This design comes from an exercise in tuning for small area on the open sky130 flow, not from production work. Function was checked by simulation only, so behaviour that the tests miss may differ from the original. No activity file was given, so power comes from the tool's default toggle rates.

== run A ==
// delqa_ethmac
module delqa_ethmac(
   input          clk,         
   input          rst,         
   input          rx_ena,      
   input          loop,        
   input          skipb,       
   input          tx_req,      
   input          rx_done,     
   input  [10:0]  tx_cnt,      
   output [9:0]   txb_adr,     
   input  [15:0]  txb_dat,     
   output         tx_done,     
   output         e_txen,      
   output [7:0]   e_txd,       
   input          e_rxdv,      
   input          e_rxer,      
   input  [7:0]   e_rxd,       
   output         rxb_we,      
   output [9:0]   rxb_adr,     
   output [15:0]  rxb_dat,     
   output [10:0]  rx_cnt,      
   output         rx_rdy,      
   output         rx_err,      
   output         rx_crc_err,  
   output [1:0]   sfrtyp,      
   output         mac_rdy,     
   output [47:0]  mac_data,    
   input          cmp_done,    
   input          cmp_res      
);
wire        txens;
wire [7:0]  txdb;
assign e_txen = ~loop & txens;
assign e_txd  = txdb;
ethsend ethsendm(
   .clk(clk),
   .clr(rst),
   .txena(tx_req),
   .txdone(tx_done),
   .txen(txens),
   .dataout(txdb),
   .txbdata(txb_dat),
   .txbaddr(txb_adr),
   .txcntb(tx_cnt),
   .skipb(skipb)
);
  ...
==> flow/config.mk <==
export PLATFORM = sky130hd
export DESIGN_NAME = delqa_ethmac
export DESIGN_NICKNAME = delqa_ethmac
export VERILOG_FILES = /design/flow/design.v
export SDC_FILE = /design/flow/constraint.sdc
export NUM_CORES = 4
export LEC_CHECK = 0
export CAP_MARGIN = 20
export CORE_MARGIN = 2
export CORE_UTILIZATION = 40
export SLEW_MARGIN = 20
==> flow/constraint.sdc <==
create_clock -name core_clock -period 8.0 [get_ports {clk}]
set_input_delay 1.6000 -clock core_clock [delete_from_list [all_inputs] [get_ports {clk}]]
set_output_delay 1.6000 -clock core_clock [all_outputs]
set_load 0.01 [all_outputs]
standard.sh (not shown) runs the stock make flow with config.mk's settings and CLKGATE_MAP_FILE= SYNTH_SCRIPT=/design/flow/synth_recipe.tcl, a recipe that flattens the netlist after the stock synthesis.
==> flow/flow/run.sh <==
#!/bin/bash
# Standard ORFS layout (the standard.sh) with three changes:
#  - synthesis maps logic with the best of several area-oriented ABC
#    scripts (flow/synth.tcl);
#  - the port buffers that global placement inserts are the smallest buffer;
#  - clock tree synthesis uses clkbuf_8 and no dummy loads.
set -euo pipefail
here=$(pwd)
export BUFFER_PORTS_ARGS="-buffer_cell sky130_fd_sc_hd__buf_1"
export CTS_ARGS="-sink_clustering_enable -repair_clock_nets -buf_list sky130_fd_sc_hd__clkbuf_8 -dont_use_dummy_load"
bash standard.sh SYNTH_SCRIPT="$here/flow/synth.tcl" finish > standard_flow.log 2>&1
==> flow/flow/abc_f1.script <==
strash
&get -n
&st
&syn2
&dch -f
&nf -R 1000
&put
strash
&get -n
&st
&deepsyn -T 20
&dch -f
&nf -R 1000
&put
topo
==> flow/flow/abc_h2.script <==
strash
&get -n
&st
&syn2
&dch -f
&nf -R 1000
&put
strash
&get -n
&st
&deepsyn -T 20 -S 2
&dch -f
&nf -R 1000
&put
topo
==> flow/flow/abc_k2.script <==
strash
&get -n
&st
&deepsyn -T 30 -S 2
&syn2
&dch -f
&nf -R 1000
&put
strash
&get -n
&st
&deepsyn -T 30 -S 5
&dch -f
&nf -R 1000
&put
topo
==> flow/flow/abc_m4.script <==
strash
&get -n
&st
&deepsyn -T 30 -S 17
&syn2
&dch -f
&nf -R 1000
&put
strash
&get -n
&st
&deepsyn -T 30 -S 19
&dch -f
&nf -R 1000
&put
strash
&get -n
&st
&dch -f
&nf -R 1000
&put
topo
Other scripts of this flow, unchanged in this note and not shown: flow/flow/abc_k3.script, flow/flow/synth.tcl
Setup changes, run A to run B
--- a/flow/config.mk
+++ b/flow/config.mk
@@ -9,3 +9,4 @@
 export CORE_MARGIN = 2
-export CORE_UTILIZATION = 40
+export CORE_UTILIZATION = 70
+export PLACE_DENSITY = 0.85
 export SLEW_MARGIN = 20
removed: flow/flow/abc_f1.script
removed: flow/flow/abc_h2.script
removed: flow/flow/abc_k2.script
removed: flow/flow/abc_m4.script
[summary]
Run B: flow completed, timing, DRC and antenna clean. From run B to run A, quantity of I/O buffers inserted on ports did not move at all. Run A → run B: proportion of final cell area spent on non-clock buffers flat, share of the clock period used by the worst path fell by 0.30 points, final cell count decreased by 128 relative to the old numbers, routed wire length -480 um, share of total power in combinational logic went up 0.6 points. Re post-synth net total: no difference whatsoever between run B and run A. Comparing the two runs side by side, run B comes out ahead of run A on slack of the worst reg-to-reg path. | final period demand of the worst path | run B vs run A | better |. Higher sum of internal, switching and leakage power goes to run B over run A.
Setup changes, run B to run C
==> flow/flow/abc_f1.script (new file) <==
strash
&get -n
&st
&syn2
&dch -f
&nf -R 1000
&put
strash
&get -n
&st
&deepsyn -T 20
&dch -f
&nf -R 1000
&put
topo
==> flow/flow/abc_h2.script (new file) <==
strash
&get -n
&st
&syn2
&dch -f
&nf -R 1000
&put
strash
&get -n
&st
&deepsyn -T 20 -S 2
&dch -f
&nf -R 1000
&put
topo
==> flow/flow/abc_k2.script (new file) <==
strash
&get -n
&st
&deepsyn -T 30 -S 2
&syn2
&dch -f
&nf -R 1000
&put
strash
&get -n
&st
&deepsyn -T 30 -S 5
&dch -f
&nf -R 1000
&put
topo
==> flow/flow/abc_m4.script (new file) <==
strash
&get -n
&st
&deepsyn -T 30 -S 17
&syn2
&dch -f
&nf -R 1000
&put
strash
&get -n
&st
&deepsyn -T 30 -S 19
&dch -f
&nf -R 1000
&put
strash
&get -n
&st
&dch -f
&nf -R 1000
&put
topo
==> flow/flow/abc_m5.script (new file) <==
strash
&get -n
&st
&deepsyn -T 30 -S 23
&syn2
&dch -f
&nf -R 1000
&put
strash
&get -n
&st
&deepsyn -T 30 -S 29
&dch -f
&nf -R 1000
&put
strash
&get -n
&st
&dch -f
&nf -R 1000
&put
topo
==> flow/flow/abc_m6.script (new file) <==
strash
&get -n
&st
&deepsyn -T 30 -S 31
&syn2
&dch -f
&nf -R 1000
&put
strash
&get -n
&st
&deepsyn -T 30 -S 37
&dch -f
&nf -R 1000
&put
strash
&get -n
&st
&dch -f
&nf -R 1000
&put
topo
==> flow/flow/abc_m7.script (new file) <==
strash
&get -n
&st
&deepsyn -T 30 -S 41
&syn2
&dch -f
&nf -R 1000
&put
strash
&get -n
&st
&deepsyn -T 30 -S 43
&dch -f
&nf -R 1000
&put
strash
&get -n
&st
&dch -f
&nf -R 1000
&put
topo
==> flow/flow/abc_m8.script (new file) <==
strash
&get -n
&st
&deepsyn -T 30 -S 47
&syn2
&dch -f
&nf -R 1000
&put
strash
&get -n
&st
&deepsyn -T 30 -S 53
&dch -f
&nf -R 1000
&put
strash
&get -n
&st
&dch -f
&nf -R 1000
&put
topo
--- a/flow/config.mk
+++ b/flow/config.mk
@@ -9,4 +9,3 @@
 export CORE_MARGIN = 2
-export CORE_UTILIZATION = 70
-export PLACE_DENSITY = 0.85
+export CORE_UTILIZATION = 40
 export SLEW_MARGIN = 20
Findings:
Of run C and run B, the lower initial cell density of the core belongs to run C. Comparing run B against run C, there is no change at all in max-capacitance violation count. Summary of run C over run B: signed area change from the synthesized netlist to the final layout rose by 2.0 points; post-CTS setup buffer count stayed essentially flat; via count of the first global-routing pass fell by 349. Of run C and run B, run B shows the lower cell area after placement, with run C above it. Number of core rows of run C exceeds that of run B by more than a quarter. Going from run B to run C, met2 capacity usage during global routing shrinks by 20 points. Maximum single-stage delay on the critical path, run C and run B, lower one = run B.

## re-timing with driven ports
No port has a modelled driver above. Below, the same layouts with a new extraction and two added sets of constraints.
Step 1 (the two cells are an assumption about what drives the block):
set clk [get_ports {clk}]
set_driving_cell -lib_cell sky130_fd_sc_hd__clkbuf_16 $clk
set_driving_cell -lib_cell sky130_fd_sc_hd__buf_2 [delete_from_list [all_inputs] $clk]
Step 2 also shifts input and output timing later by t, the mid clock arrival at the registers, as if the neighbouring blocks saw the same clock.
Three values: ideal ports, drivers, drivers and shift; two values: the first two.
run	shift t [ns]	slack for setup (ns)	pins driven straight from the clock port
run A	0.478	3.446 / 3.409 / 3.441	1
run B	0.480	3.470 / 3.434 / 3.438	1
run C	0.478	3.446 / 3.409 / 3.441	1
After both steps setup and hold are still met in every run listed. For run B, which loses most, drivers alone change the setup slack by -0.036 ns; drivers and shift together by -0.032 ns.
